Background: an optimization exercise with open tools, aiming at small area. Do not read the settings as production practice.
RTL that was checked went through simulation tests only; none was proved equivalent to the original.
Function not checked in runs 3 to 6: the RTL went through the layout flow alone.
Power and IR drop assume default switching activity.

==> design/flow/flow/run.sh <==
#!/bin/bash
# The standard layout, with plain buf_1 cells as the port buffers (the
# standard flow picks a delay cell, clkdlybuf4s50_1, for them) and a clock
# tree of clkbuf_8 cells in larger clusters, without dummy loads.
set -euo pipefail
export BUFFER_PORTS_ARGS="-buffer_cell sky130_fd_sc_hd__buf_1"
export CTS_ARGS="-sink_clustering_enable -repair_clock_nets -dont_use_dummy_load -sink_clustering_size 20 -sink_clustering_max_diameter 60 -buf_list sky130_fd_sc_hd__clkbuf_8"
bash standard.sh > standard_flow.log 2>&1
==> design/flow/standard.sh <==
#!/bin/bash
# synth_recipe.tcl (not shown) runs the flow's synth.tcl, then flattens the netlist and writes it again
# the make line also repeats each setting of config.mk as NAME=value (left out here)
make -C /OpenROAD-flow-scripts/flow DESIGN_CONFIG=/design/flow/config.mk WORK_HOME=/design/flow/orfs CLKGATE_MAP_FILE= SYNTH_SCRIPT=/design/flow/synth_recipe.tcl "${@:-finish}"
==> design/flow/config.mk <==
export PLATFORM = sky130hd
export DESIGN_NAME = hex_network
export DESIGN_NICKNAME = hex_network
export VERILOG_FILES = /design/flow/design.v
export SDC_FILE = /design/flow/constraint.sdc
export NUM_CORES = 8
export LEC_CHECK = 0
export CAP_MARGIN = 20
export CORE_MARGIN = 2
export CORE_UTILIZATION = 40
export PLACE_DENSITY = 0.6
export SLEW_MARGIN = 20
==> design/flow/constraint.sdc <==
create_clock -name core_clock -period 12.0 [get_ports {i_clk}]
set_input_delay 2.4000 -clock core_clock [delete_from_list [all_inputs] [get_ports {i_clk}]]
set_output_delay 2.4000 -clock core_clock [all_outputs]
set_load 0.01 [all_outputs]
==> design/flow/design.v <==
package hex_pkg;
  localparam MEM_ADDR_WIDTH = 21;
  localparam MEM_ADDR_MSB = MEM_ADDR_WIDTH-1;
  localparam MEM_ADDR_WORD_LSB = 2;
  localparam MEM_ADDR_BYTE_LSB = 0;
  localparam MEM_WIDTH = 32;
  localparam MEM_DEPTH = 1 << (MEM_ADDR_WIDTH - 2);
  localparam DATA_WIDTH = 32;
  localparam INSTR_OPC_WIDTH = 4;
  localparam INSTR_OPR_WIDTH = 4;
  localparam INSTR_WIDTH = INSTR_OPC_WIDTH + INSTR_OPR_WIDTH;
  localparam SYSCALL_OPC_WIDTH = 2;
  localparam NUM_LINKS = 4;
  localparam NUM_CORES = 4;
  localparam SLOT_W    = $clog2(NUM_LINKS);  
  localparam CID_W     = $clog2(NUM_CORES);  
  typedef logic [MEM_ADDR_WIDTH-1:0]  iaddr_t;  
  typedef logic [MEM_ADDR_WIDTH-1:2]  waddr_t;  
  typedef logic [MEM_WIDTH-1:0]       data_t;
  typedef logic [INSTR_OPR_WIDTH-1:0] operand_t;
  typedef enum logic [INSTR_OPC_WIDTH-1:0] {
    LDAM = 'h0,
    LDBM = 'h1,
    STAM = 'h2,
    LDAC = 'h3,
    LDBC = 'h4,
    LDAP = 'h5,
    LDAI = 'h6,
    LDBI = 'h7,
    STAI = 'h8,
    BR   = 'h9,
    BRZ  = 'hA,
    BRN  = 'hB,
    OPR  = 'hD,
    PFIX = 'hE,
    NFIX = 'hF
  } opcode_t;
  typedef enum logic [INSTR_OPR_WIDTH-1:0] {
    BRB = 0,
    ADD = 1,
    SUB = 2,
    SVC = 3,
    IN  = 4,
    OUT = 5
  } opr_opcode_t;
  typedef enum logic [SYSCALL_OPC_WIDTH-1:0] {
    EXIT  = 0,
    WRITE = 1,
    READ  = 2
  } syscall_t;
  typedef struct packed {
    opcode_t  opcode;
    operand_t operand;
  } instr_t;
  typedef logic [CID_W-1:0]  core_id_t;
  typedef logic [SLOT_W-1:0] slot_t;
  typedef struct packed {
    core_id_t dst_core;
    slot_t    dst_slot;
    core_id_t src_core;
    data_t    word;
  } data_flit_t;
  typedef struct packed {
    core_id_t dst_core;
  } ack_flit_t;
endpackage
module processor (
    input  logic        i_clk,
    input  logic        i_rst,
    input  logic [7:0]  i_instr,
    input  logic [31:0] i_d_data,
    input  logic        i_done,
    input  logic [2:0]  i_in_sel,
    input  logic [95:0] i_in_words,
    output logic [20:0] o_pc,
    output logic [31:0] o_areg,
    output logic [1:0]  o_slot,
    output logic        o_op_in,
    output logic        o_op_out,
    output logic        o_d_valid,
    output logic        o_d_we,
    output logic [18:0] o_d_addr,
    output logic        o_syscall_valid
  );
  logic [20:0] pc;
  logic [31:0] areg, breg;
  logic [27:0] oreg;    
  logic [3:0]  op, opd;
  logic [31:0] opr, x, y, sum;
  logic [20:0] pc_inc;
  logic        is_opr, alu, sub, cin, taken, brb, stall;
  logic        sel_a, sel_b, sel_pc;
  logic        ld_a_mem, ld_a_sum, ld_a_in, ld_b_mem, ld_b_sum;
  logic [31:0] in_word;
  assign op     = i_instr[7:4];
  assign opd    = i_instr[3:0];
  assign opr    = {oreg, opd};
  assign is_opr = op == 4'hD;
  assign o_op_in  = is_opr && opd == 4'd4;
  assign o_op_out = is_opr && opd == 4'd5;
  assign alu    = is_opr && (opd == 4'd1 || opd == 4'd2);
  assign sub    = is_opr && opd == 4'd2;
  assign brb    = is_opr && opd == 4'd0;
  assign stall  = (o_op_in || o_op_out) && !i_done;
  assign sel_a  = op == 4'h6 || alu;
  assign sel_b  = op == 4'h7 || op == 4'h8;
  assign sel_pc = op == 4'h5 || op == 4'h9 || op == 4'hA || op == 4'hB;
  assign cin    = sub || sel_pc;
  assign x = ({32{sel_a}} & areg) | ({32{sel_b}} & breg) | ({32{sel_pc}} & {11'b0, pc});
  assign y = alu ? (breg ^ {32{sub}}) : opr;
  always_comb begin
    logic c, cb;
    logic [31:0] s0, t;
    s0 = '0;
    t = '0;
    c = cin;
    for (int b = 0; b < 11; b++) begin
      sum[b] = x[b] ^ y[b] ^ c;
      c      = (x[b] & y[b]) | (c & (x[b] ^ y[b]));
    end
    cb = c;
    c = 1'b0;
    for (int b = 11; b < 21; b++) begin
      s0[b] = x[b] ^ y[b] ^ c;
      c     = (x[b] & y[b]) | (c & (x[b] ^ y[b]));
    end
    t[11] = 1'b1;
    for (int b = 12; b < 21; b++) t[b] = t[b-1] & s0[b-1];
    for (int b = 11; b < 21; b++) sum[b] = s0[b] ^ (cb & t[b]);
    cb = c | (cb & t[20] & s0[20]);
    c = 1'b0;
    for (int b = 21; b < 32; b++) begin
      s0[b] = x[b] ^ y[b] ^ c;
      c     = (x[b] & y[b]) | (c & (x[b] ^ y[b]));
    end
    t[21] = 1'b1;
    for (int b = 22; b < 32; b++) t[b] = t[b-1] & s0[b-1];
    for (int b = 21; b < 32; b++) sum[b] = s0[b] ^ (cb & t[b]);
    cb = c | (cb & t[31] & s0[31]);
  end
  always_comb begin
    logic c;
    c = 1'b1;
    for (int b = 0; b < 21; b++) begin
      pc_inc[b] = pc[b] ^ c;
      c         = pc[b] & c;
    end
  end
  assign taken = (op == 4'h9) || (op == 4'hA && areg == '0) || (op == 4'hB && areg[31]);
  assign ld_a_mem = op == 4'h0 || op == 4'h6;
  assign ld_a_sum = op == 4'h3 || op == 4'h5 || alu;
  assign ld_a_in  = |i_in_sel;
  assign ld_b_mem = op == 4'h1 || op == 4'h7;
  assign ld_b_sum = op == 4'h4;
  always_comb begin
    in_word = '0;
    for (int i = 0; i < 3; i++)
      in_word = in_word | ({32{i_in_sel[i]}} & i_in_words[32*i +: 32]);
  end
  always_ff @(posedge i_clk or posedge i_rst)
    if (i_rst) begin
      pc   <= '0;
      areg <= '0;
      breg <= '0;
      oreg <= '0;
    end else begin
      pc <= ({21{!stall && taken}} & sum[20:0]) |
            ({21{!stall && brb}} & breg[20:0]) |
            ({21{!stall && !taken && !brb}} & pc_inc) |
            ({21{stall}} & pc);
      areg <= ({32{ld_a_mem}} & i_d_data) |
              ({32{ld_a_sum}} & {sum[31:21] & {11{op != 4'h5}}, sum[20:0]}) |
              ({32{!(ld_a_mem || ld_a_sum || ld_a_in)}} & areg) |
              in_word;
      breg <= ({32{ld_b_mem}} & i_d_data) | ({32{ld_b_sum}} & sum) |
              ({32{!(ld_b_mem || ld_b_sum)}} & breg);
      case (op)
        4'hE:    oreg <= opr[27:0];
        4'hF:    oreg <= {24'hFFFFFF, opd};
        default: oreg <= '0;
      endcase
    end
  assign o_pc            = pc;
  assign o_areg          = areg;
  assign o_slot          = breg[1:0];
  assign o_d_valid       = op == 4'h0 || op == 4'h1 || op == 4'h2 ||
                           op == 4'h6 || op == 4'h7 || op == 4'h8;
  assign o_d_we          = op == 4'h2 || op == 4'h8;
  assign o_d_addr        = sum[18:0];
  assign o_syscall_valid = is_opr && opd == 4'd3;
endmodule
module router (
    input  logic       i_clk,
    input  logic       i_rst,
    input  logic [3:0] i_op_in,
    input  logic [3:0] i_op_out,
    input  logic [7:0] i_slot,
    input  logic       i_cfg_we,
    input  logic [1:0] i_cfg_core,
    input  logic [1:0] i_cfg_slot,
    input  logic [1:0] i_cfg_dst_core,
    input  logic [1:0] i_cfg_dst_slot,
    output logic [3:0] o_done,
    output logic [15:0] o_in_src    
  );
  localparam int N = 4;
  localparam logic [2:0] IDLE = 3'd0, IN_ACK = 3'd1, SEND = 3'd2, IBUF = 3'd3,
                         OBUF = 3'd4, RX = 3'd5, ACK1 = 3'd6, ACK2 = 3'd7;
  logic [2:0] st [N];
  logic [1:0] dcore [N];    
  logic [1:0] dslot [N];
  logic [1:0] rt_core [N][4];
  logic [1:0] rt_slot [N][4];
  logic [1:0] rr [N];
  logic [1:0]   slot [N];
  logic [N-1:0] in_ibuf, in_obuf, in_rx;
  logic [N-1:0] match [N];      
  logic [N-1:0] deliver;        
  logic [N-1:0] busy_out;       
  logic [N-1:0] grant;          
  logic [N-1:0] win [N];        
  logic [N-1:0] gvld;           
  logic [N-1:0] taken;          
  always_comb begin
    for (int i = 0; i < N; i++) begin
      slot[i]    = i_slot[2*i +: 2];
      in_ibuf[i] = st[i] == IBUF;
      in_obuf[i] = st[i] == OBUF;
      in_rx[i]   = st[i] == RX;
    end
    for (int j = 0; j < N; j++)
      for (int i = 0; i < N; i++)
        match[j][i] = i != j && in_rx[i] && dcore[i] == j && dslot[i] == slot[j];
    for (int i = 0; i < N; i++) begin
      deliver[i] = in_obuf[i];
      for (int m = 0; m < N; m++)
        if (m != i && in_rx[m] && dcore[m] == dcore[i] && dslot[m] == dslot[i])
          deliver[i] = 1'b0;
    end
    for (int j = 0; j < N; j++) begin
      busy_out[j] = 1'b0;
      for (int i = 0; i < N; i++)
        if (in_obuf[i] && !deliver[i] && dcore[i] == j) busy_out[j] = 1'b1;
    end
    for (int j = 0; j < N; j++) begin
      logic [N-1:0] cand;
      for (int i = 0; i < N; i++) cand[i] = in_ibuf[i] && dcore[i] == j;
      win[j] = '0;
      for (int p = 0; p < N; p++)
        if (rr[j] == p) begin
          logic found;
          found = 1'b0;
          for (int m = 0; m < N; m++)
            if (!found && cand[(p + m) % N]) begin
              found = 1'b1;
              win[j][(p + m) % N] = 1'b1;
            end
        end
      gvld[j] = |cand && !busy_out[j];
    end
    for (int i = 0; i < N; i++) begin
      grant[i]  = 1'b0;
      taken[i] = 1'b0;
      for (int j = 0; j < N; j++) begin
        grant[i] = grant[i] || (win[j][i] && gvld[j]);
        taken[i] = taken[i] || (st[j] == IN_ACK && match[j][i]);
      end
    end
    for (int j = 0; j < N; j++) begin
      o_done[j] = st[j] == ACK2 || st[j] == IN_ACK;
      for (int i = 0; i < N; i++)
        o_in_src[4*j+i] = st[j] == IN_ACK && match[j][i];
    end
  end
  always_ff @(posedge i_clk)
    for (int k = 0; k < N; k++)
      if (i_cfg_we && i_cfg_core == k) begin
        rt_core[k][i_cfg_slot] <= i_cfg_dst_core;
        rt_slot[k][i_cfg_slot] <= i_cfg_dst_slot;
      end
  always_ff @(posedge i_clk)
    for (int k = 0; k < N; k++)
      if (st[k] == SEND) begin
        dcore[k] <= rt_core[k][slot[k]];
        dslot[k] <= rt_slot[k][slot[k]];
      end
  always_ff @(posedge i_clk or posedge i_rst)
    if (i_rst) begin
      for (int k = 0; k < N; k++) begin
        st[k] <= IDLE;
        rr[k] <= '0;
      end
    end else begin
      for (int j = 0; j < N; j++)
        if (gvld[j])
          for (int i = 0; i < N; i++)
            if (win[j][i]) rr[j] <= 2'((i + 1) % N);
      for (int k = 0; k < N; k++)
        case (st[k])
          IDLE:
            if (i_op_out[k])                   st[k] <= SEND;
            else if (i_op_in[k] && |match[k]) st[k] <= IN_ACK;
          IN_ACK: st[k] <= IDLE;
          SEND:   st[k] <= IBUF;
          IBUF:   if (grant[k]) st[k] <= OBUF;
          OBUF:   if (deliver[k]) st[k] <= RX;
          RX:     if (taken[k]) st[k] <= ACK1;
          ACK1:   st[k] <= ACK2;
          ACK2:   st[k] <= IDLE;
        endcase
    end
endmodule
module hex_network
  (
    input  logic               i_clk,
    input  logic               i_rst,
    output logic [4*21-1:0]    o_f_addr,
    input  logic [4*8-1:0]     i_f_data,
    output logic [3:0]         o_d_valid,
    output logic [3:0]         o_d_we,
    output logic [4*19-1:0]    o_d_addr,
    output logic [4*32-1:0]    o_d_data,
    input  logic [4*32-1:0]    i_d_data,
    output logic [3:0]         o_syscall_valid,
    output logic [4*2-1:0]     o_syscall,
    input  logic               i_cfg_we,
    input  logic [1:0]         i_cfg_core,
    input  logic [1:0]         i_cfg_slot,
    input  logic [1:0]         i_cfg_dst_core,
    input  logic [1:0]         i_cfg_dst_slot
  );
  logic [3:0]  op_in, op_out, done;
  logic [7:0]  slot;
  logic [15:0] in_src;
  genvar k;
  generate
    for (k = 0; k < 4; k++) begin : g_core
      logic [95:0] in_words;
      logic [2:0]  in_sel;
      for (genvar i = 0; i < 4; i++) begin : g_src
        if (i != k) begin : g_o
          localparam int M = (i < k) ? i : i - 1;
          assign in_words[32*M +: 32] = o_d_data[32*i +: 32];
          assign in_sel[M] = in_src[4*k+i];
        end
      end
      processor u_processor (
        .i_clk           (i_clk),
        .i_rst           (i_rst),
        .i_instr         (i_f_data[8*k +: 8]),
        .i_d_data        (i_d_data[32*k +: 32]),
        .i_done          (done[k]),
        .i_in_sel        (in_sel),
        .i_in_words      (in_words),
        .o_pc            (o_f_addr[21*k +: 21]),
        .o_areg          (o_d_data[32*k +: 32]),
        .o_slot          (slot[2*k +: 2]),
        .o_op_in         (op_in[k]),
        .o_op_out        (op_out[k]),
        .o_d_valid       (o_d_valid[k]),
        .o_d_we          (o_d_we[k]),
        .o_d_addr        (o_d_addr[19*k +: 19]),
        .o_syscall_valid (o_syscall_valid[k])
      );
      assign o_syscall[2*k +: 2] = o_d_data[32*k +: 2];
    end
  endgenerate
  router u_net (
    .i_clk          (i_clk),
    .i_rst          (i_rst),
    .i_op_in        (op_in),
    .i_op_out       (op_out),
    .i_slot         (slot),
    .i_cfg_we       (i_cfg_we),
    .i_cfg_core     (i_cfg_core),
    .i_cfg_slot     (i_cfg_slot),
    .i_cfg_dst_core (i_cfg_dst_core),
    .i_cfg_dst_slot (i_cfg_dst_slot),
    .o_done         (done),
    .o_in_src       (in_src)
  );
endmodule
==> results of run 1 <==
[cells in the mapped netlist, drive strengths merged (7+ instances only)]
master / n / area [um^2]
nand4: 23 / 143.9
a22oi: 368 / 2763
and3: 23 / 143.9
xor2: 94 / 823.3
a2111oi: 7 / 61.31
o221ai: 9 / 91.34
xnor2: 139 / 1217
a221o: 156 / 1562
o32ai: 7 / 68.82
or3: 10 / 62.56
o31ai: 21 / 157.7
or2: 14 / 87.59
nand3b: 13 / 121.4
a222oi: 99 / 991.0
a31oi: 11 / 68.82
dfrtp: 472 / 11810
nand2: 358 / 1344
clkbuf: 206 / 773.2
a21o: 10 / 75.07
a22o: 110 / 963.4
nor3: 70 / 366.6
nand3: 48 / 240.2
o22ai: 17 / 106.4
mux4: 16 / 360.4
nor2b: 17 / 106.4
nor4: 52 / 376.6
buf: 119 / 651.9
nand2b: 26 / 170.2
o2111ai: 69 / 604.3
ha: 96 / 1201
o21ai: 129 / 645.6
inv: 167 / 626.9
nor2: 424 / 1602
edfxtp: 80 / 2402
fa: 116 / 2322
a21oi: 133 / 665.6
[layout make-up]
type                       count  area, um^2  share of cell area
sequential                   552       14210              0.3460
inverter                     172       649.4             0.01581
tap                         1176        1471             0.03582
antenna                       19       47.55            0.001157
clock buffer                  66       908.4             0.02211
multi-input combinational   2764       20580              0.5010
timing repair buffer         660        3212             0.07818
[per-layer routing]
| metal | track usage | vias to the layer above | part of all wire |
|---|---|---|---|
| li1 | - | 15052 | - |
| met1 | 0.4654 | 17729 | 0.38 |
| met2 | 0.5222 | 2719 | 0.42 |
| met3 | 0.1158 | 605 | 0.13 |
| met4 | 0.2073 | 24 | 0.071 |
| met5 | 0 | - | 0.00097 |
[cells by family (layout without fill, tap and decap cells)]
logic type | after synthesis | count (layout) | synth area share
other cells | 0 | 19 | 0
flops | 552 | 552 | 0.3895
buf+inv | 497 | 898 | 0.05674
compound gates | 1189 | 1189 | 0.2522
fa+ha+maj | 212 | 212 | 0.09655
xor+xnor | 233 | 233 | 0.05592
mux | 22 | 22 | 0.01152
simple gates | 1108 | 1108 | 0.1376
[worst reg2reg max path: cells and delay by family (launching register included)]
family                     cells  cell delay [ns]
adders and majority gates     12             4.99
buffers and inverters          2             0.23
muxes                          1             0.19
DFF                            1             0.96
AOI/OAI and AO/OA              1             0.32
and+or+nand+nor               11             2.08
xor gates and xnor gates       1             0.15
[placed cells by master, fill, tap and decap left out, types with 132 or more instances in the layout]
master / instances
a22oi_1: 368
dfrtp_1: 472
a221o_1: 156
buf_4: 176
a21oi_1: 132
buf_1: 472
nor2_1: 409
inv_1: 166
nand2_1: 358
xnor2_1: 138
[state kept, by name, summed over array words and instances, names as in the netlist]
name and flops:
u_net.dslot 8, g_core.u_processor.pc 84, u_net.rt_core 32, u_net.rt_slot 32
g_core.u_processor.oreg 112, u_net.rr 8, g_core.u_processor.areg 128, g_core.u_processor.breg 128
u_net.st 12, u_net.dcore 8
[per-stage QoR]
stage | util | worst slack (ns) | setup TNS, ns | power (W) | hold WS (ns)
4_1_cts | 0.4539 | -0.01607 | -0.02243 | 0.006555 | 0.4586
5_1_grt | 0.4554 | -0.02956 | -0.02956 | 0.006897 | 0.5023
3_5_place_dp | 0.4435 | -0.1199 | -0.1865 | 0.005361 | 0.4836
3_3_place_gp | 0.4432 | -0.03337 | -0.03337 | 0.005335 | 0.4741
6_report | 0.4557 | 0.2124 | 0 | 0.006683 | 0.4639
2_1_floorplan | - | 0.002036 | 0 | 0.004095 | 0.4551
[power groups by stage]
| stage | registers [W] | logic (W) | clock network [W] |
|---|---|---|---|
| final | 0.00328 | 0.00219 | 0.00121 |
| after global routing | 0.00327 | 0.00234 | 0.00128 |
| after CTS | 0.00320 | 0.00214 | 0.00122 |
| after detailed placement | 0.00324 | 0.00213 | 0 |
| after global placement | 0.00324 | 0.00210 | 0 |
| after floorplan | 0.00276 | 0.00134 | 0 |
[worst max path at each step]
stage | from | to | slack, ns | depth (start not counted)
final | i_f_data[17] | o_d_addr[56] | 0.21 | 24
after global routing | i_f_data[17] | o_d_addr[56] | -0.03 | 24
after CTS | i_f_data[17] | o_d_addr[56] | -0.02 | 24
after detailed placement | i_f_data[17] | o_d_addr[56] | -0.12 | 24
after global placement | i_f_data[16] | o_d_addr[56] | -0.03 | 24
after floorplan | i_f_data[21] | o_d_addr[56] | 0.002 | 24
[repair_timing]
| item | CTS | global route |
|---|---|---|
| gates resized for setup | 7 | 29 |
| setup endpoints to repair | 5 | 13 |
| buffers inserted | 1 | 2 |
| pin swaps | 3 | 8 |
==> results.toml, run 1 <==
[status]
run_status = "finished clean"

[die]
coreArea_um2 = 90150
initial_utilization = 0.4048
fp-row-count = 110
die_w_um = 306.1
dieArea_um2 = 93670
io_pins = 479
die_h_um = 306.1

[power]
p_comb_frac = 0.328
power_frac_seq = 0.491
switchingPower_w = 0.003086
irDropWorstVdd_v = 0.0001018
pwr-share-clk = 0.181
p_sw_frac = 0.4618
p_leak_nw = 17.29
p_int_w = 0.003597
p_per_area_nw_per_um2 = 162.7

[setup_path]
crit_path_top_delay_cell = "or4b_4"
cp_data_required_time_ns = 9.60
worstSetupPathType = "input pin to output pin"
timing.rr.end = "g_core[3].u_processor.areg[31]"
crit_family = "adder cells"
worst_path_most_repeated_cell = "fa_2"
start_kind = "input pin"
arrival_ns = 9.39
path_max_fanout = 4
reg2reg_depth = 28
cp_slowest_stage_delay_ns = 0.51
r2r_start = "g_core[3].u_processor.breg[0]"
ff2ff_setup_slack_ns = 2.95
end_kind = "output pin"
path_cells = "buf_1 > xor2_1 > or4b_4 > o31ai_4 > a222oi_1 > fa_2 > fa_1 > fa_1 > fa_1 > fa_2 > fa_2 > fa_1 > fa_2 > fa_2 > fa_2 > fa_1 > inv_1 > and3_4 > and3_4 > nand3_2 > nor3_2 > nand2b_4 > inv_1 > clkbuf_2"
path_buf_inv = 4

[min_path]
hold_path_class = "flip-flop to flip-flop"
hold_path_startpoint = "g_core[3].u_processor.oreg[1]"
holdPathStages = 2
worstHoldEndpoint = "g_core[3].u_processor.oreg[5]"

[yosys]
synth-seq-area-share = 0.3895
syn-cell-area_um2 = 36490
syn-num-nets = 4196
synth-seq-cells = 552
synth_edf_count = 80
yosysWarnings = 9
syn-instance-count = 3813
syn_area_per_cell_um2 = 9.571
synth.distinct_cells = 83
synthFlopType = "dfrtp_1"
postSynth.asyncResetShare = 0.8551

[clock_network]
cts_hold_buf = 0
cts_tree = "done"
numCtsBuffers = 66
clk_latency_ns = 0.77
clk_pin_slew_ns = 0.11
cts-root-buf = "clkbuf_8"
cts_buffer_depth = 3
cts_htree_levels = 3
clock-sinks = 552

[detailed_routing]
routed_wl_um = 172000
drc_errors = 0
avgRoutedWirePerCell_um = 31.80
vias = 36129
drtPass1Iterations = 9
drtIter0Drc = 5482
ant_nets = 0
via_per_inst = 6.679

[finish]
synthToLayoutAreaGrowth_pct = 12.58
finalNonFillerCells = 5409
fillers = 8726
final_nets = 4599
drive_gt1_frac = 0.09255
stdcell_area_um2 = 41080

[place]
dp.cells = 5321
place_congestion = 0.9952
dp_hpwl_um = 128200
post_dp_cell_area_um2 = 39980
numPortBuffers = 478

[global_route]
grt_overflow = 0
antenna_found_initial = 29
grt.total_usage = 0.3578
grt_max_degree = 150
first_global_vias = 34158
grt_pass1_wl_um = 245400

[sta]
slew_violations = 0
skew_ns = 0.1301
tightest_slew_ns = 1.055
min_period_over_period = 0.9823
setup_viol = 0
clock.fmax_mhz = 84.84
finalHoldViolCount = 0
period_needed_ns = 11.79
maxSlewHeadroom = 0.2947

[job]
timing.max_cap.violations = 0
==> run 2, diff against run 1 <==
==> design/flow/flow/run.sh (replaced) <==
#!/bin/bash
# The standard layout, with plain buf_1 cells as the port buffers (the
# standard flow picks a delay cell, clkdlybuf4s50_1, for them).
set -euo pipefail
export BUFFER_PORTS_ARGS="-buffer_cell sky130_fd_sc_hd__buf_1"
bash standard.sh > standard_flow.log 2>&1
==> run 2 against run 1 <==
  * Still clean
  * Hold slack improved by 0.017 ns
  * Routed wire length is 0.51% higher
  * Die area stayed put
  * Clock skew decreased by 0.091 ns
  * Setup slack improved by 0.0087 ns
  * Non-clock buffer count fell by 1
  * Synthesized area stayed put
  * Via count grew 0.83%
  * Utilization increased by 1.6 points
  * Register-to-register slack worse by 0.02 ns
  * Global-route usage is 0.14 points higher
  * First-iteration DRC count up 3.8%
  * Largest power group unchanged
==> results.toml, run 2 <==
[yosys]
yosysWarnings = 9
synth-seq-cells = 552
synth-seq-area-share = 0.3895
yosys.area.top_type = "dfrtp_1"
yosys-top-cells-area = "dfrtp_1 (32%), a22oi_1 (7.6%), edfxtp_1 (6.6%), fa_1 (6.4%), nor2_1 (4.3%)"
postSynth.asyncResetShare = 0.8551
syn_area_per_cell_um2 = 9.571
yosysTopAreaCellShare = 0.3237
synthFlopType = "dfrtp_1"
syn-num-nets = 4196
syn-cell-area_um2 = 36490
synth_most_common_cell = "dfrtp_1"
syn-instance-count = 3813
synth_edf_count = 80
netlist_top_cells_count = "dfrtp_1 (472), nor2_1 (420), a22oi_1 (368)"
synth.distinct_cells = 83

[finish]
mostFrequentLayoutCells = "dfrtp_1 (472), buf_1 (472), nor2_1 (409), a22oi_1 (368), nand2_1 (358)"
synthToLayoutAreaGrowth_pct = 16.52
final_util = 0.4717
top_regs = "g_core.u_processor.areg x128, g_core.u_processor.breg x128, g_core.u_processor.oreg x112"
drive_gt1_frac = 0.1021
final_nets = 4601

[die]
initial_utilization = 0.4048
coreArea_um2 = 90150
die_w_um = 306.1
dieArea_um2 = 93670
die_h_um = 306.1
fp-row-count = 110
io_pins = 479

[power]
p_per_area_nw_per_um2 = 180.6
finalPower_w = 0.007678
irDropWorstVdd_v = 0.0001145
p_leak_nw = 17.94

[place]
place_ws_ns = -0.1199
dp_hpwl_um = 128200
numPortBuffers = 478
place_congestion = 0.9952

[global_route]
first_global_vias = 34498
grt_pass1_wl_um = 246700
grt_max_degree = 150
grt.total_usage = 0.3592
grt_overflow = 0
antenna_found_initial = 31

[min_path]
hold_path_class = "flip-flop to flip-flop"

[sta]
setup_viol = 0
maxSlewHeadroom = 0.2922
clock.fmax_mhz = 84.90
finalHoldViolCount = 0
fin_ws_ns = 0.2211
skew_ns = 0.03896
hold_slack_ns = 0.4812
slew_violations = 0
period_needed_ns = 11.78
tns_ns = 0
min_period_over_period = 0.9816
tightest_slew_ns = 1.059

[clock_network]
numCtsBuffers = 69
cts_buffer_depth = 3
cts-root-buf = "clkbuf_16"
clock-sinks = 552
clk_latency_ns = 0.66
clk_pin_slew_ns = 0.06
cts_tree = "done"
cts_hold_buf = 0
cts_htree_levels = 3

[detailed_routing]
drtPass1Iterations = 13
vias = 36429
drtIter0Drc = 5693
ant_nets = 0
avgRoutedWirePerCell_um = 31.60
routed_wl_um = 172900
via_per_inst = 6.657
drc_errors = 0

[status]
run_status = "finished clean"

[setup_path]
end_kind = "output pin"
start_kind = "input pin"
arrival_ns = 9.38
path_max_fanout = 4
cp_data_required_time_ns = 9.60
worstSetupPathType = "input pin to output pin"

[job]
timing.max_cap.violations = 0
==> run 2: cell counts after synthesis <==
Identical to the previous run, type by type.
==> run 2: through the flow <==
step | std cells | instance area, um^2
CTS | 5447 | 42350
finish | 5472 | 42520
global route | 5460 | 42490
floorplan | 3813 | 36550
detailed placement | 5321 | 39980
global placement | 5320 | 39960
==> run 2: kinds of logic after synthesis <==
logic type | after synthesis | synth area share
AOI/OAI and AO/OA | 1189 | 0.2522
xor gates and xnor gates | 233 | 0.05592
adders and majority gates | 212 | 0.09655
buffers and inverters | 497 | 0.05674
DFF | 552 | 0.3895
muxes | 22 | 0.01152
and+or+nand+nor | 1108 | 0.1376
==> run 2: timing repair <==
item,4_1_cts,5_1_grt
pin swaps,3,8
endpoints found under the setup margin,5,13
setup buffers,1,1
resized for setup,7,29
hold endpoints to repair,0,0
==> run 2: layer usage <==
layer,vias up,global-route usage,part of all wire
li1,15145,-,-
met1,17841,0.4686,0.38
met2,2819,0.5191,0.42
met3,604,0.1153,0.13
met4,20,0.2171,0.073
met5,-,0,0.00090
==> run 2: area by class of cell <==
cell class	count	area [um^2]
antenna	24	60.06
clock buffer	92	1934
clock inverter	33	406.6
fill	8614	47630
inverter	172	649.4
multi-input combinational	2764	20580
sequential	552	14210
tap	1176	1471
timing repair buffer	659	3204
==> run 2: critical path, stage by stage <==
cell and delay, ns:
buf_1 0.11, xor2_1 0.19, or4b_4 0.51, o31ai_4 0.09, a222oi_1 0.17, fa_2 0.43
fa_2 0.42, fa_2 0.40, fa_1 0.45, fa_1 0.46, fa_2 0.41, fa_1 0.45
fa_1 0.47, fa_2 0.41, fa_2 0.40, fa_1 0.42, inv_1 0.09, and3_4 0.21
and3_4 0.20, nand3_2 0.13, nor3_2 0.22, nand2b_4 0.17, inv_1 0.04, clkbuf_2 0.12
==> run 2: path summary, 6_finish.rpt <==
kind | from | to | slack, ns | depth (start not counted)
max | i_f_data[17] | o_d_addr[56] | 0.22 | 24
min | g_core[0].u_processor.oreg[17] | g_core[0].u_processor.oreg[21] | 0.48 | 2
max reg2reg | g_core[2].u_processor.breg[0] | g_core[2].u_processor.areg[31] | 2.93 | 28
min reg2reg | g_core[0].u_processor.oreg[17] | g_core[0].u_processor.oreg[21] | 0.48 | 2
max in group asynchronous | i_rst | g_core[0].u_processor.breg[13] | 7.85 | 5
min in group asynchronous | i_rst | g_core[1].u_processor.oreg[15] | 1.95 | 3
==> run 2: power by group <==
part | internal, W | switching [W]
clock network | 0.00128 | 0.000923
registers | 0.00225 | 0.00104
logic | 0.000857 | 0.00133
==> run 3, diff against run 2 <==
--- a/design/flow/design.v
+++ b/design/flow/design.v
@@ -110,9 +110,9 @@
   assign y = alu ? (breg ^ {32{sub}}) : opr;
   always_comb begin
     logic c, cb;
-    logic [31:0] s0, t;
+    logic [31:0] s0, u;
     s0 = '0;
-    t = '0;
+    u = '0;
     c = cin;
     for (int b = 0; b < 11; b++) begin
       sum[b] = x[b] ^ y[b] ^ c;
@@ -124,19 +124,19 @@
       s0[b] = x[b] ^ y[b] ^ c;
       c     = (x[b] & y[b]) | (c & (x[b] ^ y[b]));
     end
-    t[11] = 1'b1;
-    for (int b = 12; b < 21; b++) t[b] = t[b-1] & s0[b-1];
-    for (int b = 11; b < 21; b++) sum[b] = s0[b] ^ (cb & t[b]);
-    cb = c | (cb & t[20] & s0[20]);
+    u[11] = cb;
+    for (int b = 12; b < 21; b++) u[b] = u[b-1] & s0[b-1];
+    for (int b = 11; b < 21; b++) sum[b] = s0[b] ^ u[b];
+    cb = c | (u[20] & s0[20]);
     c = 1'b0;
     for (int b = 21; b < 32; b++) begin
       s0[b] = x[b] ^ y[b] ^ c;
       c     = (x[b] & y[b]) | (c & (x[b] ^ y[b]));
     end
-    t[21] = 1'b1;
-    for (int b = 22; b < 32; b++) t[b] = t[b-1] & s0[b-1];
-    for (int b = 21; b < 32; b++) sum[b] = s0[b] ^ (cb & t[b]);
-    cb = c | (cb & t[31] & s0[31]);
+    u[21] = cb;
+    for (int b = 22; b < 32; b++) u[b] = u[b-1] & s0[b-1];
+    for (int b = 21; b < 32; b++) sum[b] = s0[b] ^ u[b];
+    cb = c | (u[31] & s0[31]);
   end
   always_comb begin
     logic c;
==> design/flow/flow/run.sh (replaced) <==
#!/bin/bash
# The standard layout with three changes:
#  - the combinational logic of the standard synthesis is mapped again with
#    an area-oriented ABC script (flow/remap.tcl, flow/area.abc); registers
#    and adder cells are kept as the standard synthesis made them, with
#    their names;
#  - plain buf_1 cells as the port buffers (the standard flow picks a delay
#    cell, clkdlybuf4s50_1, for them);
#  - a clock tree of clkbuf_8 cells in larger clusters, without dummy loads.
# Each tool's output goes to a log file here (and ORFS's own logs under orfs/).
set -euo pipefail
export BUFFER_PORTS_ARGS="-buffer_cell sky130_fd_sc_hd__buf_1"
export CTS_ARGS="-sink_clustering_enable -repair_clock_nets -dont_use_dummy_load -sink_clustering_size 12 -sink_clustering_max_diameter 60 -buf_list sky130_fd_sc_hd__clkbuf_8"
YOSYS=$(command -v yosys || echo "$FLOW_HOME/../tools/install/yosys/bin/yosys")
R=orfs/results/$FLOW_PLATFORM/hex_network/base

bash standard.sh synth > flow_1_standard_synth.log 2>&1
cp "$R/1_2_yosys.v" "$R/1_2_yosys_standard.v"
LIB="$FLOW_HOME/platforms/$FLOW_PLATFORM/lib/sky130_fd_sc_hd__tt_025C_1v80.lib" \
IN_V="$R/1_2_yosys_standard.v" OUT_V="$R/1_2_yosys.v" TOP="$FLOW_TOP" \
ABC_SCRIPT="$PWD/flow/area.abc" STAT="$PWD/flow_2_remap_stat.txt" \
  "$YOSYS" -c flow/remap.tcl > flow_2_remap.log 2>&1
bash standard.sh > flow_3_standard_layout.log 2>&1
==> design/flow/flow/area.abc (new file) <==
strash
&get -n
&st
&syn2
&dch
&nf -a
&st
&syn2
&dch
&nf -a
&put
topo
==> design/flow/flow/remap.tcl (new file) <==
# Re-map the combinational logic of the standard synthesis with an
# area-oriented ABC script. Registers (and the full/half adder cells) are
# kept as they are, with their names.
yosys read_liberty -ignore_miss_func $::env(LIB)
yosys read_verilog $::env(IN_V)
yosys hierarchy -top $::env(TOP)
yosys blackbox sky130_fd_sc_hd__dfrtp_1 sky130_fd_sc_hd__dfstp_1 sky130_fd_sc_hd__dfxtp_1 sky130_fd_sc_hd__edfxtp_1 sky130_fd_sc_hd__fa_1 sky130_fd_sc_hd__fa_2 sky130_fd_sc_hd__ha_1 sky130_fd_sc_hd__conb_1
yosys flatten
yosys opt_clean -purge
yosys abc -script $::env(ABC_SCRIPT) -liberty $::env(LIB) -dont_use sky130_fd_sc_hd__probe_p_8 -dont_use sky130_fd_sc_hd__probec_p_8 -dont_use sky130_fd_sc_hd__lpflow_bleeder_1 -dont_use sky130_fd_sc_hd__lpflow_clkbufkapwr_1 -dont_use sky130_fd_sc_hd__lpflow_clkbufkapwr_16 -dont_use sky130_fd_sc_hd__lpflow_clkbufkapwr_2 -dont_use sky130_fd_sc_hd__lpflow_clkbufkapwr_4 -dont_use sky130_fd_sc_hd__lpflow_clkbufkapwr_8 -dont_use sky130_fd_sc_hd__lpflow_clkinvkapwr_1 -dont_use sky130_fd_sc_hd__lpflow_clkinvkapwr_16 -dont_use sky130_fd_sc_hd__lpflow_clkinvkapwr_2 -dont_use sky130_fd_sc_hd__lpflow_clkinvkapwr_4 -dont_use sky130_fd_sc_hd__lpflow_clkinvkapwr_8 -dont_use sky130_fd_sc_hd__lpflow_decapkapwr_12 -dont_use sky130_fd_sc_hd__lpflow_decapkapwr_3 -dont_use sky130_fd_sc_hd__lpflow_decapkapwr_4 -dont_use sky130_fd_sc_hd__lpflow_decapkapwr_6 -dont_use sky130_fd_sc_hd__lpflow_decapkapwr_8 -dont_use sky130_fd_sc_hd__lpflow_inputiso0n_1 -dont_use sky130_fd_sc_hd__lpflow_inputiso0p_1 -dont_use sky130_fd_sc_hd__lpflow_inputiso1n_1 -dont_use sky130_fd_sc_hd__lpflow_inputiso1p_1 -dont_use sky130_fd_sc_hd__lpflow_inputisolatch_1 -dont_use sky130_fd_sc_hd__lpflow_isobufsrc_1 -dont_use sky130_fd_sc_hd__lpflow_isobufsrc_16 -dont_use sky130_fd_sc_hd__lpflow_isobufsrc_2 -dont_use sky130_fd_sc_hd__lpflow_isobufsrc_4 -dont_use sky130_fd_sc_hd__lpflow_isobufsrc_8 -dont_use sky130_fd_sc_hd__lpflow_isobufsrckapwr_16 -dont_use sky130_fd_sc_hd__lpflow_lsbuf_lh_hl_isowell_tap_1 -dont_use sky130_fd_sc_hd__lpflow_lsbuf_lh_hl_isowell_tap_2 -dont_use sky130_fd_sc_hd__lpflow_lsbuf_lh_hl_isowell_tap_4 -dont_use sky130_fd_sc_hd__lpflow_lsbuf_lh_isowell_4 -dont_use sky130_fd_sc_hd__lpflow_lsbuf_lh_isowell_tap_1 -dont_use sky130_fd_sc_hd__lpflow_lsbuf_lh_isowell_tap_2 -dont_use sky130_fd_sc_hd__lpflow_lsbuf_lh_isowell_tap_4 
yosys setundef -zero
yosys hilomap -singleton -hicell sky130_fd_sc_hd__conb_1 HI -locell sky130_fd_sc_hd__conb_1 LO
yosys splitnets
yosys rename -hide w:_*
yosys opt_clean -purge
yosys tee -o $::env(STAT) stat -liberty $::env(LIB)
yosys select $::env(TOP)
yosys write_verilog -noattr -nohex -nodec -selected $::env(OUT_V)
==> run 3 against run 2 <==
  * Setup slack improved by 0.032 ns
  * Routed wire length rose by 2.1%
  * Register-to-register slack got worse by 0.49 ns
  * Cell count fell by 2.4%
  * Combinational power rose by 15%
  * Critical path type unchanged
  * Still clean on timing, DRC and antenna
  * Clock skew rose by 0.072 ns
  * Hold slack barely moved
  * Global-route usage rose by 3.1 points
  * Clock power fell by 45%
  * Synthesized cell count fell by 10%
  * Largest cell class unchanged
  * Sequential share of layout area rose by 1.4 points
==> results.toml, run 3 <==
[finish]
mostFrequentLayoutCells = "nand2_1 (521), dfrtp_1 (472), buf_1 (472), nor2_1 (361), a22oi_1 (323)"
mostFrequentLayoutCell = "nand2_1"
synthToLayoutAreaGrowth_pct = 18.97
final_nets = 4614
top_regs = "g_core.u_processor.areg x128, g_core.u_processor.breg x128, g_core.u_processor.oreg x112"
final_util = 0.4800
stdcell_area_um2 = 40870
fillers = 8419
drive_gt1_frac = 0.09901

[clock_network]
clk_latency_ns = 0.73
numCtsBuffers = 66
cts_tree = "done"
cts_htree_levels = 3
cts_buffer_depth = 3
clock-sinks = 552
cts-root-buf = "clkbuf_8"
clk_pin_slew_ns = 0.08

[setup_path]
worstSetupPathType = "input pin to output pin"
cp_data_required_time_ns = 9.60
reg2reg_depth = 39
crit_path_top_delay_cell = "fa_2"
cp.depth = 26
cp_slowest_stage_delay_ns = 0.42
crit_family = "adder cells"
path_buf_inv = 4
arrival_ns = 9.35
path_max_fanout = 11
worst_path_most_repeated_cell = "fa_2"
end_kind = "output pin"
start_kind = "input pin"

[power]
p_per_area_nw_per_um2 = 165.3
p_leak_nw = 17.10
finalPower_w = 0.006755
irDropWorstVdd_v = 0.00007252

[global_route]
first_global_vias = 34515
grt_max_degree = 137
grt_pass1_wl_um = 250600
antenna_found_initial = 24
grt_overflow = 0
grt.total_usage = 0.3906

[sta]
min_period_over_period = 0.9789
tns_ns = 0
setup_viol = 0
hold_slack_ns = 0.4812
slew_violations = 0
finalHoldViolCount = 0
clock.fmax_mhz = 85.13
period_needed_ns = 11.75
rsz0062_at_grt = "no"
skew_ns = 0.1106
maxSlewHeadroom = 0.2374
tightest_slew_ns = 1.144

[detailed_routing]
ant_nets = 0
drtPass1Iterations = 13
vias = 35891
drc_errors = 0
avgRoutedWirePerCell_um = 33.05
routed_wl_um = 176500
drtIter0Drc = 5753
via_per_inst = 6.720

[die]
die_h_um = 297.1
die_w_um = 297.1
initial_utilization = 0.4034
fp-row-count = 107
coreArea_um2 = 85150
dieArea_um2 = 88240
io_pins = 479

[status]
run_status = "finished clean"

[yosys]
syn-instance-count = 3430
yosysWarnings = 9
syn-cell-area_um2 = 34350
syn_area_per_cell_um2 = 10.02
syn-num-nets = 3881

[place]
post_dp_cell_area_um2 = 39820
place_congestion = 0.9743
numPortBuffers = 478
dp_hpwl_um = 122500

[min_path]
hold_path_class = "flip-flop to flip-flop"
holdPathStages = 2

[job]
timing.max_cap.violations = 0
==> run 3: changes by cell type in the layout (fill, tap and decap cells not counted), sizes merged, moves of 63 or more <==
cell,delta
clkinv,+118
xor2,-63
a222oi,+88
o2111ai,-63
ha,+68
nand2,+164
inv,-166
==> run 3: power by group <==
part / internal, W / switching [W] / total, W
logic: 0.000843 / 0.00167 / 0.00251
clock network: 0.000490 / 0.000727 / 0.00122
registers: 0.00226 / 0.000770 / 0.00303
==> run 3: final cells by class <==
class,instances,area [um^2],share of cell area
Timing Repair Buffer,665,3228,0.07899
Antenna cell,36,90.09,0.002204
Sequential cell,552,14210,0.3478
Multi-Input combinational cell,2736,20460,0.5005
Tap cell,1144,1431,0.03502
Inverter,142,541.8,0.01326
Clock buffer,66,908.4,0.02223
==> run 3: stage by stage <==
step,worst slack [ns],instances
3_3_place_gp,0.2047,5236
6_report,0.2531,5341
4_1_cts,0.1199,5303
2_1_floorplan,-0.2850,3430
3_5_place_dp,0.1024,5237
5_1_grt,0.008862,5315
==> run 3: layer usage <==
layer  GRT usage  routed length (um)
met3      0.1719               24760
met4      0.2950               14600
met2      0.5488               73390
met1      0.4670               63380
met5     0.02922                 364
==> run 3: worst reg2reg max path: cells and delay by family, from the launching register on <==
| kind | cells | cell delay, ns |
|---|---|---|
| fa+ha+maj | 31 | 7.35 |
| compound gates | 1 | 0.30 |
| xor+xnor | 3 | 0.51 |
| simple gates | 3 | 0.29 |
| buf+inv | 1 | 0.07 |
| flops | 1 | 0.89 |
==> run 3: path summary, 6_finish.rpt <==
path                                               start                             end  slack, ns
max reg2reg                g_core[3].u_processor.areg[0]  g_core[3].u_processor.areg[31]       2.44
min in group asynchronous                          i_rst   g_core[1].u_processor.areg[7]       1.90
min reg2reg                g_core[1].u_processor.oreg[3]   g_core[1].u_processor.oreg[7]       0.48
max in group asynchronous                          i_rst  g_core[0].u_processor.areg[23]       7.77
min                        g_core[1].u_processor.oreg[3]   g_core[1].u_processor.oreg[7]       0.48
max                                         i_f_data[16]                    o_d_addr[56]       0.25
==> run 3: what timing repair did <==
item	in CTS	in global routing
resized for setup	0	8
endpoints found under the hold margin	0	0
endpoints found under the setup margin	0	4
hold buffers	0	0
setup buffers	0	2
==> run 4, diff against run 3 <==
--- a/design/flow/flow/run.sh
+++ b/design/flow/flow/run.sh
@@ -1,15 +1,17 @@
 #!/bin/bash
-# The standard layout with three changes:
+# The standard layout with these changes:
 #  - the combinational logic of the standard synthesis is mapped again with
 #    an area-oriented ABC script (flow/remap.tcl, flow/area.abc); registers
 #    and adder cells are kept as the standard synthesis made them, with
 #    their names;
 #  - plain buf_1 cells as the port buffers (the standard flow picks a delay
 #    cell, clkdlybuf4s50_1, for them);
+#  - no timing repair at the floorplan (later steps repair timing);
 #  - a clock tree of clkbuf_8 cells in larger clusters, without dummy loads.
 # Each tool's output goes to a log file here (and ORFS's own logs under orfs/).
 set -euo pipefail
 export BUFFER_PORTS_ARGS="-buffer_cell sky130_fd_sc_hd__buf_1"
+export REMOVE_ABC_BUFFERS=1
 export CTS_ARGS="-sink_clustering_enable -repair_clock_nets -dont_use_dummy_load -sink_clustering_size 12 -sink_clustering_max_diameter 60 -buf_list sky130_fd_sc_hd__clkbuf_8"
 YOSYS=$(command -v yosys || echo "$FLOW_HOME/../tools/install/yosys/bin/yosys")
 R=orfs/results/$FLOW_PLATFORM/hex_network/base
==> run 4 against run 3 <==
  * Via count fell by 0.98%
  * Utilization down 0.40 points
  * Critical path depth grew 1
  * Non-clock buffer count increased by 13
==> results.toml, run 4 <==
[place]
dp.cells = 5251
post_dp_cell_area_um2 = 39410
dp_hpwl_um = 126200
place_ws_ns = -0.6714
place_congestion = 0.9894
numPortBuffers = 478

[job]
timing.max_cap.violations = 0

[setup_path]
path_max_fanout = 9
reg2reg_depth = 40
crit_path_top_delay_cell = "fa_1"
worstSetupPathType = "input pin to output pin"
worst_path_most_repeated_cell = "fa_1"
arrival_ns = 9.38
start_kind = "input pin"
cp_slowest_stage_delay_ns = 0.47
cp_data_required_time_ns = 9.60
end_kind = "output pin"

[sta]
maxSlewHeadroom = 0.2572
skew_ns = 0.08649
min_period_over_period = 0.9816
fin_ws_ns = 0.2213
hold_slack_ns = 0.4794
tightest_slew_ns = 1.114
period_needed_ns = 11.78
clock.fmax_mhz = 84.90
setup_viol = 0
tns_ns = 0
rsz0062_at_grt = "no"
slew_violations = 0
finalHoldViolCount = 0

[detailed_routing]
drtPass1Iterations = 11
avgRoutedWirePerCell_um = 31.66
ant_nets = 0
via_per_inst = 6.664
drc_errors = 0
vias = 35538
drtIter0Drc = 5787
routed_wl_um = 168800

[clock_network]
cts_buffer_depth = 3
clock-sinks = 552
cts_htree_levels = 3
numCtsBuffers = 68
cts-root-buf = "clkbuf_8"
clk_latency_ns = 0.72
cts_tree = "done"
clk_pin_slew_ns = 0.09

[global_route]
first_global_vias = 33621
grt.total_usage = 0.3730
grt_overflow = 0
grt_pass1_wl_um = 243300
antenna_found_initial = 27
grt_max_degree = 164

[finish]
mostFrequentLayoutCells = "nand2_1 (521), dfrtp_1 (472), buf_1 (471), nor2_1 (360), a22oi_1 (323)"
top_regs = "g_core.u_processor.areg x128, g_core.u_processor.breg x128, g_core.u_processor.oreg x112"
stdcell_area_um2 = 40530
drive_gt1_frac = 0.09171
synthToLayoutAreaGrowth_pct = 17.99
final_nets = 4629
finalNonFillerCells = 5333
mostFrequentLayoutCell = "nand2_1"

[power]
p_leak_nw = 17.20
irDropWorstVdd_v = 0.00008298
p_per_area_nw_per_um2 = 160.4

[die]
fp-row-count = 107
die_w_um = 297.1
dieArea_um2 = 88240
coreArea_um2 = 85150
initial_utilization = 0.4034
io_pins = 479
die_h_um = 297.1

[yosys]
syn-cell-area_um2 = 34350
syn_area_per_cell_um2 = 10.02
yosysWarnings = 9
syn-instance-count = 3430

[status]
run_status = "finished clean"

[min_path]
hold_path_class = "flip-flop to flip-flop"
holdPathStages = 2
[run 4: per-stage QoR]
| stage | util | total power, W |
|---|---|---|
| finish | 0.4760 | 0.006502 |
| global route | 0.4758 | 0.006746 |
| CTS | 0.4743 | 0.006395 |
| detailed placement | 0.4628 | 0.005187 |
| global placement | 0.4628 | 0.005166 |
| floorplan | - | 0.003906 |
[run 4: timing repair]
item / CTS / global route
hold buffers: 0 / 0
pin swaps: 4 / 10
setup buffers: 0 / 2
resized for setup: 17 / 29
endpoints found under the setup margin: 7 / 8
[run 4: critical path: cells and delay by family]
| kind | cells | cell delay, ns |
|---|---|---|
| fa+ha+maj | 19 | 5.70 |
| buf+inv | 4 | 0.59 |
| simple gates | 2 | 0.44 |
| compound gates | 2 | 0.25 |
[run 4: final timing paths]
path	startpoint	end	slack (ns)
min	g_core[2].u_processor.oreg[1]	g_core[2].u_processor.oreg[5]	0.48
max reg2reg	g_core[3].u_processor.breg[0]	g_core[3].u_processor.areg[31]	2.12
max	i_f_data[7]	o_d_addr[18]	0.22
max in group asynchronous	i_rst	g_core[0].u_processor.pc[14]	7.88
min reg2reg	g_core[2].u_processor.oreg[1]	g_core[2].u_processor.oreg[5]	0.48
min in group asynchronous	i_rst	g_core[1].u_processor.pc[1]	1.88
[run 4: layout make-up]
type	count	area [um^2]
multi-input combinational	2736	20040
fill	8332	44620
inverter	142	540.5
sequential	552	14210
tap	1144	1431
antenna	13	32.53
timing repair buffer	678	3339
clock buffer	68	935.9
[run 4: metal layers]
layer	up-vias	routed length, um	global-route usage
li1	14815	-	-
met1	17618	65210	0.5055
met2	2625	70520	0.5325
met3	452	23110	0.1182
met4	28	9835	0.1944
met5	-	172	0
[run 4: where the power goes]
| group | switching [W] | internal, W |
|---|---|---|
| clock | 0.000717 | 0.000503 |
| combinational | 0.00129 | 0.000789 |
| sequential | 0.000954 | 0.00225 |
| total | 0.00296 | 0.00354 |
==> run 5, diff against run 4 <==
--- a/design/flow/config.mk
+++ b/design/flow/config.mk
@@ -5,8 +5,8 @@
 export SDC_FILE = /design/flow/constraint.sdc
 export NUM_CORES = 8
 export LEC_CHECK = 0
-export CAP_MARGIN = 20
+export CAP_MARGIN = 0
 export CORE_MARGIN = 2
 export CORE_UTILIZATION = 40
 export PLACE_DENSITY = 0.6
-export SLEW_MARGIN = 20
+export SLEW_MARGIN = 0
==> run 5 against run 4 <==
  * Non-clock buffer count is the same
  * Power is the same
  * Hold slack is the same
  * Register-to-register slack is essentially flat
  * Critical path depth is the same
  * Setup slack is the same
  * Cell count is the same
  * Combinational power is essentially flat
  * Clock-buffer cell count is the same
  * Largest cell class unchanged
==> results.toml, run 5 <==
[job]
timing.max_cap.violations = 0

[clock_network]
clk_latency_ns = 0.72
cts_htree_levels = 3
cts-root-buf = "clkbuf_8"
clk_pin_slew_ns = 0.09
cts_buffer_depth = 3
cts_tree = "done"
numCtsBuffers = 68
clock-sinks = 552

[finish]
top_regs = "g_core.u_processor.areg x128, g_core.u_processor.breg x128, g_core.u_processor.oreg x112"
finalNonFillerCells = 5333
mostFrequentLayoutCell = "nand2_1"
final_nets = 4629
mostFrequentLayoutCells = "nand2_1 (521), dfrtp_1 (472), buf_1 (471), nor2_1 (360), a22oi_1 (323)"
drive_gt1_frac = 0.09171
synthToLayoutAreaGrowth_pct = 17.99
stdcell_area_um2 = 40530

[global_route]
antenna_found_initial = 27
grt_pass1_wl_um = 243300
grt_overflow = 0
top_usage_layer = "met2"
use_met2 = 0.5325
grt.total_usage = 0.3730
grt_max_degree = 164
first_global_vias = 33621
use_met3 = 0.1182
grt_util_met1 = 0.5055

[die]
fp-row-count = 107
dieArea_um2 = 88240
coreArea_um2 = 85150
initial_utilization = 0.4034
die_w_um = 297.1
die_h_um = 297.1
io_pins = 479

[place]
dp.cells = 5251
place_congestion = 0.9894
post_dp_cell_area_um2 = 39410
dp_hpwl_um = 126200
numPortBuffers = 478

[detailed_routing]
drc_errors = 0
avgRoutedWirePerCell_um = 31.66
drtPass1Iterations = 11
routed_wl_um = 168800
via_per_inst = 6.664
ant_nets = 0
vias = 35538
drtIter0Drc = 5787

[sta]
tns_ns = 0
period_needed_ns = 11.78
slew_violations = 0
hold_slack_ns = 0.4794
maxSlewHeadroom = 0.2572
rsz0062_at_grt = "no"
tightest_slew_ns = 1.114
finalHoldViolCount = 0
skew_ns = 0.08649
clock.fmax_mhz = 84.90
setup_viol = 0
min_period_over_period = 0.9816

[yosys]
syn-instance-count = 3430
syn_area_per_cell_um2 = 10.02
yosysWarnings = 9
syn-cell-area_um2 = 34350

[power]
p_sw_frac = 0.4548
switchingPower_w = 0.002957
p_int_w = 0.003545
p_leak_nw = 17.20
p_per_area_nw_per_um2 = 160.4
irDropWorstVdd_v = 0.00008298
power_frac_seq = 0.493
pwr-share-clk = 0.188
p_comb_frac = 0.319

[setup_path]
start_kind = "input pin"
path_max_fanout = 9
cp_slowest_stage_delay_ns = 0.47
cp_data_required_time_ns = 9.60
worstSetupPathType = "input pin to output pin"
arrival_ns = 9.38
worst_path_most_repeated_cell = "fa_1"
end_kind = "output pin"
crit_path_top_delay_cell = "fa_1"

[min_path]
hold_path_class = "flip-flop to flip-flop"

[status]
run_status = "finished clean"
[run 5: power by group through the flow]
stage / logic, W / clock network (W) / registers [W]
after floorplan: 0.00108 / 0 / 0.00283
after global placement: 0.00199 / 0 / 0.00317
after detailed placement: 0.00202 / 0 / 0.00317
after CTS: 0.00203 / 0.00123 / 0.00314
after global routing: 0.00223 / 0.00130 / 0.00321
final: 0.00207 / 0.00122 / 0.00321
[run 5: final cells by class]
type	instances	area (um^2)
diodes	13	32.53
clock buffers	68	935.9
fillers	8332	44620
inverters	142	540.5
multi-input cells	2736	20040
flip-flops and latches	552	14210
well taps	1144	1431
repair buffers	678	3339
[run 5: final timing paths]
check / startpoint / end / slack (ns) / cells after the start
max in group asynchronous: i_rst / g_core[0].u_processor.pc[14] / 7.88 / 4
hold / removal: g_core[2].u_processor.oreg[1] / g_core[2].u_processor.oreg[5] / 0.48 / 2
min in group asynchronous: i_rst / g_core[1].u_processor.pc[1] / 1.88 / 2
setup / recovery: i_f_data[7] / o_d_addr[18] / 0.22 / 27
hold reg to reg: g_core[2].u_processor.oreg[1] / g_core[2].u_processor.oreg[5] / 0.48 / 2
setup reg to reg: g_core[3].u_processor.breg[0] / g_core[3].u_processor.areg[31] / 2.12 / 40
[run 5: through the flow]
step | total power, W | setup slack, ns | utilization
final | 0.006502 | 0.2213 | 0.4760
after floorplan | 0.003906 | -3.480 | -
after global placement | 0.005166 | -0.5956 | 0.4628
after global routing | 0.006746 | 0.0007017 | 0.4758
after CTS | 0.006395 | 0.01652 | 0.4743
after detailed placement | 0.005187 | -0.6714 | 0.4628
[run 5: what timing repair did]
item	CTS	global route
hold buffers	0	0
gates resized for setup	17	29
buffers inserted	0	2
setup endpoints to repair	7	8
pin swaps	4	10
[run 5: critical path, delay by kind of cell]
kind	cells	cell delay, ns
simple gates	2	0.44
buf+inv	4	0.59
compound gates	2	0.25
fa+ha+maj	19	5.70
[run 5: layer usage]
| metal | vias up | wire length [um] | share of wire |
|---|---|---|---|
| li1 | 14815 | - | - |
| met1 | 17618 | 65210 | 0.39 |
| met2 | 2625 | 70520 | 0.42 |
| met3 | 452 | 23110 | 0.14 |
| met4 | 28 | 9835 | 0.058 |
| met5 | - | 172 | 0.0010 |
==> run 6, diff against run 5 <==
==> design/flow/config.mk (replaced) <==
export PLATFORM = sky130hd
export DESIGN_NAME = hex_network
export DESIGN_NICKNAME = hex_network
export VERILOG_FILES = /design/flow/design.v
export SDC_FILE = /design/flow/constraint.sdc
export NUM_CORES = 8
export LEC_CHECK = 0
export CAP_MARGIN = 20
export CORE_MARGIN = 2
export CORE_UTILIZATION = 50
export PLACE_DENSITY = 0.65
export SLEW_MARGIN = 20
==> run 6 against run 5 <==
  * Final area shrank 0.96%
  * Synthesized area is the same
  * Utilization grew 11 points
  * Critical endpoint unchanged
==> results.toml, run 6 <==
[power]
switchingPower_w = 0.002927
power_frac_seq = 0.489
finalPower_w = 0.006424
irDropWorstVdd_v = 0.0001246
p_sw_frac = 0.4557
p_leak_nw = 17.17
p_int_w = 0.003497
p_comb_frac = 0.334
p_per_area_nw_per_um2 = 160.0
pwr-share-clk = 0.177

[die]
dieArea_um2 = 70820
initial_utilization = 0.5026
fp-row-count = 96
die_w_um = 266.1
coreArea_um2 = 68350
die_h_um = 266.1
io_pins = 479

[sta]
clock.fmax_mhz = 84.89
rsz0062_at_grt = "no"
min_period_over_period = 0.9817
period_needed_ns = 11.78
slew_violations = 0
skew_ns = 0.1005
hold_slack_ns = 0.4952
maxSlewHeadroom = 0.2233
tightest_slew_ns = 1.153
setup_viol = 0
finalHoldViolCount = 0

[global_route]
grt.total_usage = 0.4490
antenna_found_initial = 11
use_met3 = 0.1409
grt_util_met1 = 0.6092
use_met2 = 0.6306
grt_overflow = 0
first_global_vias = 33464
top_usage_layer = "met2"
grt_pass1_wl_um = 233800
grt_max_degree = 174

[place]
dp.cells = 4989
place_congestion = 0.9893
dp_hpwl_um = 121200
post_dp_cell_area_um2 = 39090
numPortBuffers = 478

[setup_path]
arrival_ns = 9.38
worstSetupPathType = "input pin to output pin"
end_kind = "output pin"
path_max_fanout = 5
start_kind = "input pin"
cp_data_required_time_ns = 9.60

[finish]
final_util = 0.5873
mostFrequentLayoutCell = "nand2_1"
stdcell_area_um2 = 40140
finalNonFillerCells = 5066
top_regs = "g_core.u_processor.areg x128, g_core.u_processor.breg x128, g_core.u_processor.oreg x112"
synthToLayoutAreaGrowth_pct = 16.85
final_nets = 4626
mostFrequentLayoutCells = "nand2_1 (521), dfrtp_1 (472), buf_1 (471), nor2_1 (361), a22oi_1 (323)"
drive_gt1_frac = 0.09178

[clock_network]
clk_pin_slew_ns = 0.08
numCtsBuffers = 60
cts_tree = "done"
cts_buffer_depth = 3
clock-sinks = 552
cts-root-buf = "clkbuf_8"
cts_hold_buf = 0
cts_htree_levels = 2
clk_latency_ns = 0.75

[detailed_routing]
drc_errors = 0
drtPass1Iterations = 13
avgRoutedWirePerCell_um = 31.91
drtIter0Drc = 6490
vias = 35568
routed_wl_um = 161600
ant_nets = 0
via_per_inst = 7.021

[status]
run_status = "finished clean"

[yosys]
syn-cell-area_um2 = 34350
syn-instance-count = 3430
yosysWarnings = 9
syn_area_per_cell_um2 = 10.02

[min_path]
hold_path_class = "flip-flop to flip-flop"

[job]
timing.max_cap.violations = 0
run 6: layout make-up:
| type | count | area (um^2) |
|---|---|---|
| antenna | 11 | 27.53 |
| clock buffer | 60 | 825.8 |
| fill | 6242 | 28200 |
| inverter | 142 | 540.5 |
| multi-input combinational | 2736 | 20030 |
| sequential | 552 | 14210 |
| tap | 882 | 1104 |
| timing repair buffer | 683 | 3396 |
run 6: final timing paths:
path	from	to	slack [ns]	depth (start not counted)
max	i_f_data[7]	o_d_addr[18]	0.22	26
min	g_core[0].u_processor.oreg[17]	g_core[0].u_processor.oreg[21]	0.50	2
max reg2reg	g_core[1].u_processor.breg[0]	g_core[1].u_processor.areg[31]	2.32	38
min reg2reg	g_core[0].u_processor.oreg[17]	g_core[0].u_processor.oreg[21]	0.50	2
max in group asynchronous	i_rst	g_core[0].u_processor.pc[7]	8.03	4
min in group asynchronous	i_rst	g_core[3].u_processor.pc[19]	1.78	2
run 6: power by group through the flow:
stage	registers, W	clock network, W	logic (W)
global placement	0.00311	0	0.00205
CTS	0.00307	0.00113	0.00209
finish	0.00314	0.00114	0.00215
global route	0.00314	0.00120	0.00230
detailed placement	0.00311	0	0.00207
floorplan	0.00283	0	0.00108
run 6: metrics by stage:
| stage | TNS [ns] | setup WS, ns |
|---|---|---|
| finish | 0 | 0.2201 |
| global route | 0 | 0.0008367 |
| CTS | -0.01211 | -0.01211 |
| detailed placement | -1.966 | -0.4973 |
| global placement | -1.100 | -0.3769 |
| floorplan | -306.89 | -3.480 |
run 6: worst max-delay path, cell delays in order:
cell and delay (ns):
buf_1 0.23, nand3b_1 0.22, or3_1 0.44, nor2_1 0.15, mux2i_1 0.11, fa_1 0.44, fa_1 0.41, fa_1 0.40
fa_1 0.39, fa_1 0.39, fa_1 0.41, fa_1 0.41, fa_1 0.42, fa_1 0.41, fa_1 0.39, clkinv_1 0.07
fa_1 0.17, ha_1 0.16, ha_1 0.15, ha_1 0.15, ha_1 0.15, ha_1 0.16, ha_1 0.15, ha_1 0.14
ha_1 0.30, buf_1 0.16
run 6: metal layers:
layer,share of wire,up-vias
li1,-,14818
met1,0.38,17351
met2,0.41,2838
met3,0.14,549
met4,0.068,12
met5,0.00043,-
run 6: repair_timing:
item	4_1_cts	5_1_grt
resized for setup	15	33
cloned	0	0
buffers inserted	1	5
endpoints found under the setup margin	6	9
pin swaps	3	12
==> run 7, diff against run 6 <==
--- a/design/flow/design.v
+++ b/design/flow/design.v
@@ -107,7 +107,7 @@
   assign sel_pc = op == 4'h5 || op == 4'h9 || op == 4'hA || op == 4'hB;
   assign cin    = sub || sel_pc;
   assign x = ({32{sel_a}} & areg) | ({32{sel_b}} & breg) | ({32{sel_pc}} & {11'b0, pc});
-  assign y = alu ? (breg ^ {32{sub}}) : opr;
+  assign y = (alu ? breg : opr) ^ {32{sub}};
   always_comb begin
     logic c, cb;
     logic [31:0] s0, u;
==> design/flow/flow/area.abc (replaced) <==
strash
&get -n
&st
&deepsyn -T 120
&dch
&nf -a
&put
topo
--- a/design/flow/config.mk
+++ b/design/flow/config.mk
@@ -7,6 +7,6 @@
 export LEC_CHECK = 0
 export CAP_MARGIN = 20
 export CORE_MARGIN = 2
-export CORE_UTILIZATION = 50
-export PLACE_DENSITY = 0.65
+export CORE_UTILIZATION = 45
+export PLACE_DENSITY = 0.8
 export SLEW_MARGIN = 20
==> run 7 against run 6 <==
  * Cell count down 0.34%
  * Via count up 0.83%
  * Power down 1.6%
  * Critical path depth up 4
  * Setup slack worse by 0.069 ns
  * Non-clock buffer count up 43
  * Fmax down 0.58%
  * Global-route usage down 3.0 points
  * Routed wire length up 2.2%
  * Largest cell class unchanged
  * Highest routed layer unchanged
==> results.toml, run 7 <==
[detailed_routing]
drc_errors = 0
vias = 35864
drtIter0Drc = 7112
routed_wl_um = 165200
avgRoutedWirePerCell_um = 32.72
drtPass1Iterations = 15
ant_nets = 0
via_per_inst = 7.103

[sta]
slew_violations = 0
fin_ws_ns = 0.1511
tightest_slew_ns = 1.232
setup_viol = 0
finalHoldViolCount = 0
clock.fmax_mhz = 84.40
min_period_over_period = 0.9874
tns_ns = 0
maxSlewHeadroom = 0.1790
period_needed_ns = 11.85
hold_slack_ns = 0.4693
skew_ns = 0.09493

[finish]
synthToLayoutAreaGrowth_pct = 19.17
stdcell_area_um2 = 39810
final_nets = 4506
top_regs = "g_core.u_processor.areg x128, g_core.u_processor.breg x128, g_core.u_processor.oreg x112"
mostFrequentLayoutCell = "nand2_1"
drive_gt1_frac = 0.1095
mostFrequentLayoutCells = "nand2_1 (603), dfrtp_1 (472), buf_1 (471), nor2_1 (339), a22oi_1 (295)"

[setup_path]
path_max_fanout = 5
ff2ff_setup_slack_ns = 1.97
crit_path_top_delay_cell = "fa_2"
worstSetupPathType = "input pin to output pin"
cp_slowest_stage_delay_ns = 0.42
start_kind = "input pin"
end_kind = "output pin"
cp_data_required_time_ns = 9.60
arrival_ns = 9.45
reg2reg_depth = 40
worst_path_most_repeated_cell = "fa_2"

[power]
finalPower_w = 0.006322
p_comb_frac = 0.349
power_frac_seq = 0.476
irDropWorstVdd_v = 0.00007717
p_int_w = 0.003421
switchingPower_w = 0.002901
pwr-share-clk = 0.175
p_leak_nw = 16.98
p_sw_frac = 0.4589
p_per_area_nw_per_um2 = 158.8

[clock_network]
clk_pin_slew_ns = 0.09
cts_buffer_depth = 3
clk_latency_ns = 0.77
clock-sinks = 552
cts-root-buf = "clkbuf_8"
numCtsBuffers = 58
cts_htree_levels = 2
cts_tree = "done"

[die]
die_w_um = 276.5
dieArea_um2 = 76440
io_pins = 479
coreArea_um2 = 73210
die_h_um = 276.5
fp-row-count = 99
initial_utilization = 0.4564

[global_route]
grt_pass1_wl_um = 236200
antenna_found_initial = 28
first_global_vias = 33976
grt_overflow = 0
grt.total_usage = 0.4191
grt_max_degree = 151

[place]
numPortBuffers = 478
place_congestion = 1.060
place_ws_ns = -1.066
post_dp_cell_area_um2 = 38540
dp_hpwl_um = 115200

[job]
timing.max_cap.violations = 0

[min_path]
holdPathStages = 2
hold_path_class = "flip-flop to flip-flop"

[status]
run_status = "finished clean"

[yosys]
syn_area_per_cell_um2 = 10.22
yosysWarnings = 9
syn-cell-area_um2 = 33410
syn-instance-count = 3269
## run 7: stage by stage
step | utilization | instances
floorplan | - | 3269
global placement | 0.5265 | 4948
detailed placement | 0.5265 | 4948
CTS | 0.5393 | 5009
global route | 0.5431 | 5026
finish | 0.5438 | 5049
## run 7: power by group through the flow
stage               combinational, W  sequential (W)  clock [W]
floorplan                   0.000976         0.00277          0
global placement             0.00204         0.00297          0
detailed placement           0.00208         0.00298          0
CTS                          0.00210         0.00294    0.00110
global route                 0.00232         0.00301    0.00116
finish                       0.00221         0.00301    0.00111
## run 7: cell type report
cell class              count  area, um^2
fillers                  6425       33390
multi-input cells        2570       19230
flip-flops and latches    552       14210
repair buffers            726        3719
well taps                 959        1200
clock buffers              58       798.3
inverters                 147       559.3
diodes                     37       92.59
## run 7: path summary, 6_finish.rpt
path	from	to
setup / recovery	i_f_data[29]	o_d_addr[75]
min in group asynchronous	i_rst	g_core[3].u_processor.pc[14]
max in group asynchronous	i_rst	g_core[1].u_processor.pc[10]
setup reg to reg	g_core[1].u_processor.breg[0]	g_core[1].u_processor.areg[31]
hold reg to reg	g_core[1].u_processor.oreg[6]	g_core[1].u_processor.oreg[10]
hold / removal	g_core[1].u_processor.oreg[6]	g_core[1].u_processor.oreg[10]
## run 7: worst max-delay path, delay by kind of cell
kind                       cells  cell delay [ns]
adders and majority gates     19             5.37
and+or+nand+nor                5             0.95
AOI/OAI and AO/OA              2             0.27
buffers and inverters          4             0.44
## run 7: metal layers
metal | routed length [um] | global-route usage
met4 | 15890 | 0.3394
met1 | 55730 | 0.5030
met3 | 26310 | 0.1910
met5 | 167 | 0.006879
met2 | 67120 | 0.5746
## run 7: timing repair
item / CTS / global route
pin swaps: 16 / 30
gates resized for setup: 38 / 42
setup buffers: 3 / 3
hold buffers: 0 / 0
endpoints found under the hold margin: 0 / 0
setup endpoints to repair: 16 / 11

Check on run 7: ideal ports give 0.151 ns setup slack; a clkbuf_16 on the clock port and buf_2 on the inputs give 0.112 ns; moving port delays by the midpoint clock arrival (0.785 ns) as well gives -0.453 ns.
